This is an optimization exercise on Yosys and OpenROAD, whose aim is small area, a short achievable clock period and few clock cycles, not a production implementation.
Function not checked in this run: the RTL went through the layout flow alone.

<file path="flow/config.mk">
export PLATFORM = sky130hd
export DESIGN_NAME = code_converter_top
export DESIGN_NICKNAME = code_converter_top
export VERILOG_FILES = /design/flow/design.v
export SDC_FILE = /design/flow/constraint.sdc
export NUM_CORES = 4
export LEC_CHECK = 0
export ABC_AREA = 1
export CAP_MARGIN = 20
export CORE_MARGIN = 2
export CORE_UTILIZATION = 40
export CTS_BUF_LIST = sky130_fd_sc_hd__clkbuf_8
export SETUP_SLACK_MARGIN = 2.8
export SLEW_MARGIN = 20
</file>
<file path="flow/constraint.sdc">
create_clock -name core_clock -period 6.5 [get_ports {clk}]
set_input_delay 1.3000 -clock core_clock [delete_from_list [all_inputs] [get_ports {clk}]]
set_output_delay 1.3000 -clock core_clock [all_outputs]
set_load 0.01 [all_outputs]
</file>
<file path="flow/design.v">
`timescale 1ns/1ps
module bin2gray #(parameter WIDTH = 32)(
  input  wire [WIDTH-1:0] bin,
  output wire [WIDTH-1:0] gray
);
  assign gray = bin ^ (bin >> 1);
endmodule
`timescale 1ns/1ps
module gray2bin #(parameter WIDTH = 32)(
  input  wire [WIDTH-1:0] gray,
  output reg  [WIDTH-1:0] bin
);
  integer s, j;
  always @(*) begin
    bin = gray;
    for (s = 1; s < WIDTH; s = s * 2)
      for (j = 2*s-1; j < WIDTH; j = j + 2*s)
        bin[WIDTH-1-j] = bin[WIDTH-1-j] ^ bin[WIDTH-1-(j-s)];
    for (s = WIDTH / 4; s >= 1; s = s / 2)
      for (j = 3*s-1; j < WIDTH; j = j + 2*s)
        bin[WIDTH-1-j] = bin[WIDTH-1-j] ^ bin[WIDTH-1-(j-s)];
  end
endmodule
`timescale 1ns/1ps
module nibble_add #(parameter DIGITS = 10, parameter K = 3)(
  input  wire [DIGITS*4-1:0] x,
  output reg  [DIGITS*4-1:0] y
);
  integer i;
  always @(*)
    for (i = 0; i < DIGITS; i = i + 1)
      y[4*i +: 4] = x[4*i +: 4] + K[3:0];
endmodule
`timescale 1ns/1ps
module bin2bcd_dd(
  input  wire [28:0] w,
  input  wire [7:0]  p,
  output wire [39:0] o
);
  function [3:0] add3(input [3:0] d);
    begin
      add3[3] = d[3] | (d[2] & (d[1] | d[0]));
      add3[2] = (d[2] & ~d[1] & ~d[0]) | (d[3] & d[0]);
      add3[1] = (d[1] & (~d[2] | d[0])) | (d[3] & ~d[0]);
      add3[0] = (~d[3] & ~d[2] & d[0]) | (d[2] & d[1] & ~d[0]) | (d[3] & ~d[0]);
    end
  endfunction
  function [39:0] dstep(input [39:0] x, input b);
    integer i;
    reg c;
    reg [3:0] f;
    begin
      c = b;
      for (i = 0; i < 10; i = i + 1) begin
        f = add3(x[4*i +: 4]);
        dstep[4*i +: 4] = {f[2:0], c};
        c = f[3];
      end
    end
  endfunction
  function [39:0] dd8(input [39:0] x, input [7:0] p);
    integer j;
    reg [39:0] t;
    begin
      t = x;
      for (j = 7; j >= 0; j = j - 1)
        t = dstep(t, p[j]);
      dd8 = t;
    end
  endfunction
  assign o = dd8({11'd0, w}, p);
endmodule
module bin2bcd_first(
  input  wire [31:0] b,
  output wire [1:0]  z,
  output wire [28:0] o
);
  function [3:0] add3(input [3:0] d);
    begin
      add3[3] = d[3] | (d[2] & (d[1] | d[0]));
      add3[2] = (d[2] & ~d[1] & ~d[0]) | (d[3] & d[0]);
      add3[1] = (d[1] & (~d[2] | d[0])) | (d[3] & ~d[0]);
      add3[0] = (~d[3] & ~d[2] & d[0]) | (d[2] & d[1] & ~d[0]) | (d[3] & ~d[0]);
    end
  endfunction
  function [39:0] dstep(input [39:0] x, input b);
    integer i;
    reg c;
    reg [3:0] f;
    begin
      c = b;
      for (i = 0; i < 10; i = i + 1) begin
        f = add3(x[4*i +: 4]);
        dstep[4*i +: 4] = {f[2:0], c};
        c = f[3];
      end
    end
  endfunction
  function [39:0] dd8(input [39:0] x, input [7:0] p);
    integer j;
    reg [39:0] t;
    begin
      t = x;
      for (j = 7; j >= 0; j = j - 1)
        t = dstep(t, p[j]);
      dd8 = t;
    end
  endfunction
  wire       n0 = (b[31:24] != 8'd0), n1 = (b[23:16] != 8'd0), n2 = (b[15:8] != 8'd0);
  assign z = n0 ? 2'd0 : n1 ? 2'd1 : n2 ? 2'd2 : 2'd3;
  wire [7:0]  p = b[31:24] | ({8{~n0}} & (b[23:16] | ({8{~n1}} & (b[15:8] | ({8{~n2}} & b[7:0])))));
  wire [39:0] t = dd8(40'd0, p);
  assign o = t[28:0];
endmodule
`timescale 1ns/1ps
module bcd2bin_v3(
  input  wire [11:0] d,
  output wire [10:0] v
);
  function [10:0] m100(input [3:0] x);
    begin
      case (x)
        4'd0:  m100 = 11'd0;    4'd1:  m100 = 11'd100;
        4'd2:  m100 = 11'd200;  4'd3:  m100 = 11'd300;
        4'd4:  m100 = 11'd400;  4'd5:  m100 = 11'd500;
        4'd6:  m100 = 11'd600;  4'd7:  m100 = 11'd700;
        4'd8:  m100 = 11'd800;  4'd9:  m100 = 11'd900;
        4'd10: m100 = 11'd1000; 4'd11: m100 = 11'd1100;
        4'd12: m100 = 11'd1200; 4'd13: m100 = 11'd1300;
        4'd14: m100 = 11'd1400; default: m100 = 11'd1500;
      endcase
    end
  endfunction
  function [7:0] m10(input [3:0] x);
    begin
      case (x)
        4'd0:  m10 = 8'd0;    4'd1:  m10 = 8'd10;
        4'd2:  m10 = 8'd20;   4'd3:  m10 = 8'd30;
        4'd4:  m10 = 8'd40;   4'd5:  m10 = 8'd50;
        4'd6:  m10 = 8'd60;   4'd7:  m10 = 8'd70;
        4'd8:  m10 = 8'd80;   4'd9:  m10 = 8'd90;
        4'd10: m10 = 8'd100;  4'd11: m10 = 8'd110;
        4'd12: m10 = 8'd120;  4'd13: m10 = 8'd130;
        4'd14: m10 = 8'd140;  default: m10 = 8'd150;
      endcase
    end
  endfunction
  wire [10:0] x = m100(d[11:8]);
  wire [10:0] y = {3'd0, m10(d[7:4])};
  wire [10:0] w = {7'd0, d[3:0]};
  wire [10:0] s = x ^ y ^ w;
  wire [10:0] c = {(x[9:0] & y[9:0]) | (x[9:0] & w[9:0]) | (y[9:0] & w[9:0]), 1'b0};
  reg [10:0] g, p, g2, p2;
  integer l, i;
  always @(*) begin
    g = s & c;
    p = s ^ c;
    for (l = 1; l < 11; l = l * 2) begin
      g2 = g;
      p2 = p;
      for (i = 0; i < 11; i = i + 1)
        if (i & l) begin
          g2[i] = g[i] | (p[i] & g[(i & ~(l - 1)) - 1]);
          p2[i] = p[i] & p[(i & ~(l - 1)) - 1];
        end
      g = g2;
      p = p2;
    end
  end
  assign v = s ^ c ^ {g[9:0], 1'b0};
endmodule
module bcd2bin_groups(
  input  wire [39:0] d,
  output wire [1:0]  z,
  output wire [10:0] a,
  output wire [10:0] v1,
  output wire [10:0] v2,
  output wire [10:0] v3
);
  bcd2bin_v3 u_v1 (.d(d[35:24]), .v(v1));
  bcd2bin_v3 u_v2 (.d(d[23:12]), .v(v2));
  bcd2bin_v3 u_v3 (.d(d[11:0]),  .v(v3));
  assign z = (d[39:36] != 4'd0) ? 2'd0 : (d[35:24] != 12'd0) ? 2'd1 :
             (d[23:12] != 12'd0) ? 2'd2 : 2'd3;
  assign a = (z == 2'd0) ? {7'd0, d[39:36]} : (z[0]) ? v1 : v2;
endmodule
`timescale 1ns/1ps
module code_converter_top #(
  parameter WIDTH  = 32,
  parameter DIGITS = 10
)(
  input  wire                   clk,
  input  wire                   rst,
  input  wire                   start,
  input  wire [2:0]             opcode,
  input  wire [WIDTH-1:0]       bin_in,
  input  wire [WIDTH-1:0]       gray_in,
  input  wire [DIGITS*4-1:0]    bcd_in,
  input  wire [DIGITS*4-1:0]    ex3_in,
  output reg  [WIDTH-1:0]       bin_out,
  output reg  [WIDTH-1:0]       gray_out,
  output reg  [DIGITS*4-1:0]    bcd_out,
  output reg  [DIGITS*4-1:0]    ex3_out,
  output wire                   busy,
  output wire                   done
);
  function [3:0] add3(input [3:0] d);
    begin
      add3[3] = d[3] | (d[2] & (d[1] | d[0]));
      add3[2] = (d[2] & ~d[1] & ~d[0]) | (d[3] & d[0]);
      add3[1] = (d[1] & (~d[2] | d[0])) | (d[3] & ~d[0]);
      add3[0] = (~d[3] & ~d[2] & d[0]) | (d[2] & d[1] & ~d[0]) | (d[3] & ~d[0]);
    end
  endfunction
  function [39:0] dstep(input [39:0] x, input b);
    integer i;
    reg c;
    reg [3:0] f;
    begin
      c = b;
      for (i = 0; i < 10; i = i + 1) begin
        f = add3(x[4*i +: 4]);
        dstep[4*i +: 4] = {f[2:0], c};
        c = f[3];
      end
    end
  endfunction
  function [39:0] dd8(input [39:0] x, input [7:0] p);
    integer j;
    reg [39:0] t;
    begin
      t = x;
      for (j = 7; j >= 0; j = j - 1)
        t = dstep(t, p[j]);
      dd8 = t;
    end
  endfunction
  function [63:0] csa(input [31:0] x, input [31:0] y, input [31:0] z);
    begin
      csa = {((x & y) | (x & z) | (y & z)) << 1, x ^ y ^ z};
    end
  endfunction
  function [31:0] horner(input [23:0] a, input [10:0] p);
    reg [63:0] s1, s2;
    begin
      s1 = csa({a[21:0], 10'd2}, ~{4'd0, a, 4'd0}, ~{5'd0, a, 3'd0});
      s2 = csa(s1[31:0], s1[63:32], {21'd0, p});
      horner = s2[31:0] + s2[63:32];
    end
  endfunction
  reg       mid, last;
  reg       isb2d;   
  reg [1:0] idx;
  wire op_multi = (opcode[2:1] == 2'b01);
  wire zero2 = (bin_in[31:8] == 24'd0);
  wire zero3 = (bcd_in[39:12] == 28'd0);
  wire now   = opcode[0] ? zero3 : zero2;
  assign done = last | (start & (~op_multi | now));
  assign busy = mid;
  wire [1:0]  z2, z3;
  wire [28:0] w0;
  wire [10:0] a0, v1, v2, v3;
  bin2bcd_first  u_f2 (.b(bin_in), .z(z2), .o(w0));
  bcd2bin_groups u_f3 (.d(bcd_in), .z(z3), .a(a0), .v1(v1), .v2(v2), .v3(v3));
  wire [1:0] z = opcode[0] ? z3 : z2;
  always @(posedge clk or posedge rst) begin
    if (rst) begin
      mid   <= 1'b0;
      last  <= 1'b0;
      isb2d <= 1'b0;
      idx   <= 2'd0;
    end else if (mid) begin
      idx <= idx + 2'd1;
      if (idx == 2'd2) begin
        mid  <= 1'b0;
        last <= 1'b1;
      end
    end else if (last) begin
      last <= 1'b0;
    end else if (start & op_multi & ~now) begin
      isb2d <= ~opcode[0];
      idx   <= z + 2'd1;
      if (z == 2'd2) last <= 1'b1;
      else           mid  <= 1'b1;
    end
  end
  reg [28:0] W;    
  reg [7:0]  P;    
  reg [23:0] A;    
  reg [10:0] Q;    
  wire [39:0] dd_run = dd8({11'd0, W}, P);
  wire [31:0] acc    = horner(A, Q);
  always @(posedge clk) begin
    if (mid) begin
      P <= idx[0] ? bin_in[15:8] : bin_in[7:0];
      Q <= idx[0] ? v2 : v3;
    end else begin
      P <= (z2 == 2'd0) ? bin_in[23:16] : (z2 == 2'd1) ? bin_in[15:8] : bin_in[7:0];
      Q <= (z3 == 2'd0) ? v1 : (z3 == 2'd1) ? v2 : v3;
    end
    if (mid) begin
      W <= dd_run[28:0];
      A <= acc[23:0];
    end else begin
      W <= w0;
      A <= {13'd0, a0};
    end
  end
  wire [WIDTH-1:0]    gray_c, bin_c;
  wire [DIGITS*4-1:0] ex3_c, bcd_c;
  bin2gray #(WIDTH) u_b2g (.bin(bin_in), .gray(gray_c));
  gray2bin #(WIDTH) u_g2b (.gray(gray_in), .bin(bin_c));
  nibble_add #(DIGITS, 3)  u_b2e (.x(bcd_in), .y(ex3_c));
  nibble_add #(DIGITS, 13) u_e2b (.x(ex3_in), .y(bcd_c));
  always @(posedge clk or posedge rst) begin
    if (rst) begin
      bin_out  <= {WIDTH{1'b0}};
      gray_out <= {WIDTH{1'b0}};
      bcd_out  <= {DIGITS*4{1'b0}};
      ex3_out  <= {DIGITS*4{1'b0}};
    end else begin
      if (start & (opcode == 3'd0)) gray_out <= gray_c;
      if (start & (opcode == 3'd1))        bin_out <= bin_c;
      else if (start & (opcode == 3'd3) & zero3) bin_out <= {21'd0, v3};
      else if (last & ~isb2d)             bin_out <= acc;
      if (start & (opcode == 3'd5))        bcd_out <= bcd_c;
      else if (start & (opcode == 3'd2) & zero2) bcd_out <= {11'd0, w0};
      else if (last & isb2d)              bcd_out <= dd_run;
      if (start & (opcode == 3'd4)) ex3_out <= ex3_c;
    end
  end
endmodule
</file>
<file path="flow/flow/run.sh">
#!/bin/bash
# The standard flow (standard.sh), except that the port buffers are plain
# buffers instead of the delay cells buffer_ports picks by default, and CTS
# adds no dummy loads.
set -euo pipefail
export BUFFER_PORTS_ARGS="-buffer_cell sky130_fd_sc_hd__buf_1"
export CTS_ARGS="-sink_clustering_enable -repair_clock_nets -dont_use_dummy_load -buf_list sky130_fd_sc_hd__clkbuf_8"
bash standard.sh > standard.log 2>&1
</file>
<file path="flow/standard.sh">
#!/bin/bash
# synth_recipe.tcl (not shown) runs the flow's synth.tcl, then flattens the netlist and writes it again
# the make line also repeats each setting of config.mk as NAME=value (left out here)
make -C /OpenROAD-flow-scripts/flow DESIGN_CONFIG=/design/flow/config.mk WORK_HOME=/design/flow/orfs CLKGATE_MAP_FILE= SYNTH_SCRIPT=/design/flow/synth_recipe.tcl "${@:-finish}"
</file>
==> run summary <==
[timing repair]
action,CTS,global route
hold buffers,0,0
pin swaps,23,81
gates resized for setup,80,312
endpoints found under the setup margin,49,85
buffers inserted,68,47
[worst max-delay path: cells and delay by family]
kind / cells / cell delay (ns)
compound gates: 1 / 0.06
fa+ha+maj: 1 / 0.13
buf+inv: 6 / 0.43
simple gates: 6 / 0.80
[flip-flops by register name, summed over array words and instances, names as in the netlist]
name,flops
bcd_out,40
gray_out,32
isb2d,1
bin_out,32
mid,1
ex3_out,40
P,8
last,1
A,24
W,29
idx,2
Q,11
[how the worst max path moves through the flow]
stage	to	slack (ns)
after floorplan	bin_out[8]$_DFFE_PP0P_	2.60
after global placement	bin_out[1]$_DFFE_PP0P_	1.60
after detailed placement	bin_out[3]$_DFFE_PP0P_	1.44
after CTS	done	2.53
after global routing	last$_DFFE_PP0P_	2.39
final	done	2.47
[synth_stat cells, types with 7 or more instances]
master,count
nand2_1,880
inv_1,413
nor2_1,313
nand3_1,253
o21ai_0,196
a21oi_1,174
dfrtp_1,149
ha_1,143
xnor2_1,80
dfxtp_1,72
xor2_1,57
clkbuf_1,49
fa_1,38
nand4_1,35
a31oi_1,26
o22ai_1,25
o21ai_1,24
o221ai_1,23
nor2_2,18
inv_2,14
o211ai_1,12
nand2_2,11
o21ai_2,9
or2_2,9
nand3b_1,8
o31ai_1,7
[area by class of cell]
type | count | area (um^2)
well taps | 672 | 840.8
inverters | 433 | 1740
flip-flops and latches | 221 | 5186
multi-input cells | 2411 | 14350
fillers | 5177 | 25140
clock buffers | 44 | 605.6
repair buffers | 423 | 2416
[placed cells by master, fill, tap and decap left out, types with 9 or more instances in the layout]
cell type  instances
o21ai_0          169
dfxtp_1           65
buf_4             93
clkbuf_2          11
ha_1             121
nand3_1          236
nand2_2           43
a31oi_1           26
nand2_4            9
o211ai_1          12
dfrtp_1          149
o22ai_1           19
inv_2             42
nor2_4            11
nand4_1           35
fa_1              34
inv_4             15
buf_1            258
nand2_1          842
o21ai_1           30
nand3_2           21
a21oi_2           26
nor2_1           298
o21ai_2           24
a21oi_1          153
o221ai_1          19
xnor2_1           78
xor2_1            56
clkbuf_8          44
ha_4              18
nor2_2            23
inv_1            360
buf_6             41
[metrics by stage]
step / util / instance area [um^2] / hold slack (ns)
after floorplan: - / 20610 / 0.4231
after global placement: 0.4470 / 22470 / 0.4553
after detailed placement: 0.4470 / 22470 / 0.4590
after CTS: 0.4736 / 23810 / 0.4660
after global routing: 0.5000 / 25140 / 0.4823
final: 0.5000 / 25140 / 0.4621
[cell families after synthesis]
logic type	count (synthesis)	synth area share
buf+inv	490	0.09054
compound gates	537	0.1505
xor+xnor	142	0.06337
mux	1	0.0004908
flops	221	0.2535
fa+ha+maj	181	0.1250
simple gates	1550	0.3166
[metal layers]
layer / vias up / track usage
met5: - / 0
met3: 112 / 0.03224
met2: 475 / 0.3891
li1: 10910 / -
met1: 9551 / 0.3088
met4: 0 / 0.06734
==> flow_metrics.tcl <==
set metrics [dict create \
    syn2layout_area_growth_pct 23.24 \
    detail_route.wl_per_cell_um 15.06 \
    num_vias 21050 \
    grt_setup_unrepaired "yes" \
    hold_path.class "reg2reg" \
    post-synth-top-area-fraction 0.1828 \
    status "no timing/DRC/antenna violations" \
    worstHoldEndpoint "W[0]$_DFF_P_" \
    final_number_of_hold_violating_endpoints 0 \
    worst-r2r-setup-slack_ns 2.99 \
    syn_nets 3453 \
    grt.overflow.total 0 \
    final_antenna_net_count 0 \
    tritoncts_clock_tree "yes" \
    setup-violations-final 0 \
    chipHeight_um 229.8 \
    holdCritStartpoint "P[0]$_DFF_P_" \
    post-route-period-util 0.6201 \
    route.met3.wl_mm 2.869 \
    cp.arrival_ns 2.73 \
    worstSetupStartpoint "bcd_in[29]" \
    tns_ns 0 \
    synth.avg_cell_area_um2 6.533 \
    routabilityCongestion 0.9333 \
    first_global_vias 19610 \
    clock_insertion_delay_worst_skew_ns 0.62 \
    final_slew_violations 0 \
    remaining_drc_errors 0 \
    routed_via_density 5.007 \
    required_ns 5.20 \
    groute.usage.overall 0.2313 \
    finClkSkew_ns 0.07259 \
    worst-r2r-cell-count 28 \
    yosysWarningCount 6 \
    clk_transition_reported_paths_ns 0.06 \
    highest_metal_layer_with_signal_wires "met4" \
    drive_gt1_frac 0.1489 \
    core-area_um2 50270 \
    num_io_pins 296 \
    yosysTopAreaCell "dfrtp_1" \
    crit-reg2reg-launch "A[0]$_DFF_P_" \
    clk_path_buf_depth 3 \
    cts.htree.levels 2 \
    detail_route.iter0.violations 1241 \
    worstPathCellList "buf_12 > inv_12 > ha_4 > inv_4 > nor3_2 > nand4_1 > nor2_4 > inv_2 > nor3_2 > inv_1 > nand2_1 > o21ai_1 > nand2_1 > buf_6" \
    dieArea_um2 52810 \
    n_antenna_cell 0 \
    tightestPinTransition_ns 0.9340 \
    postSynthRegisterBits 221 \
    worst_hold_path.num_cells 2 \
    synth_cell_types 58 \
    relSlewSlack 0.3773 \
    cts-buffers-inserted 44 \
    fmax_ghz 0.2481 \
    grt_pass1_wl_mm 99.95 \
    stdcell_count 4204 \
    reg2reg_to "bin_out[29]$_DFFE_PP0P_" \
    cts_root_buffer "clkbuf_8" \
    met2_wirelength_mm 29.57 \
    maximum_number_of_pins_on_one_net_before_global_route_repair 150 \
    critPathKind "in2out" \
    finalNetCount 3865 \
    met1_length_mm 29.12 \
    clock_period_minus_worst_slack_ns 4.030 \
    cpPeakStageDelay_ns 0.22 \
    synth-main-ff-cell "dfrtp_1" \
    synth_sequential_area_ratio 0.2535 \
    netlist_instances 3122 \
    timing.max_cap.violations 0 \
    ys_async_sr_fraction 0.6742 \
    crit_slowest_cell "nand4_1" \
    finalWorstSetupSlack_ns 2.470 \
    place.detailed.hpwl_mm 48.01 \
    drtPass1Iterations 5 \
    start_util 0.4057 \
    clock_sinks 221 \
    place.detailed.instances 4045 \
    critPathMaxFanout 2 \
    antenna_found_initial 0 \
    placement.setup.worst_slack_ns 1.435 \
    die_w_um 229.8 \
    setup.worst_path.start_class "primary input" \
    synth-edff-count 0 \
    cp-end-kind "output port" \
    synth_area_leaders "dfrtp_1, nand2_1, ha_1" \
    routed_wirelength_mm 63.33 \
    syn_area_um2 20400 \
    buffer_ports.inserted 295 \
    std_cell_rows 82 \
]

==> afterwards: timing with drivers on the ports <==
The results above use ideal ports. As a check the final layout listed here was re-extracted and re-timed, cells and wires unchanged. Step 1 sets driving cells, clkbuf_16 on the clock port and buf_2 on the other inputs (assumed; they add their load-dependent delay and slew). Step 2 also shifts input and output timing later by t, the mid clock arrival at the registers, as if the neighbouring blocks saw the same clock. a / b / c = no drivers / after step 1 / after step 2; a / b = the first two.
shift t [ns]: 0.637
slack for setup (ns): 2.470 / 2.421 / 1.880
worst setup path at the end: input to register
slew at the worst register clock pin (ns): 0.06 / 0.06
worst data-port slew with drivers (ns): 0.07
After both steps this run still meets setup and hold. For this run, drivers alone change the setup slack by -0.049 ns; drivers and shift together by -0.590 ns.
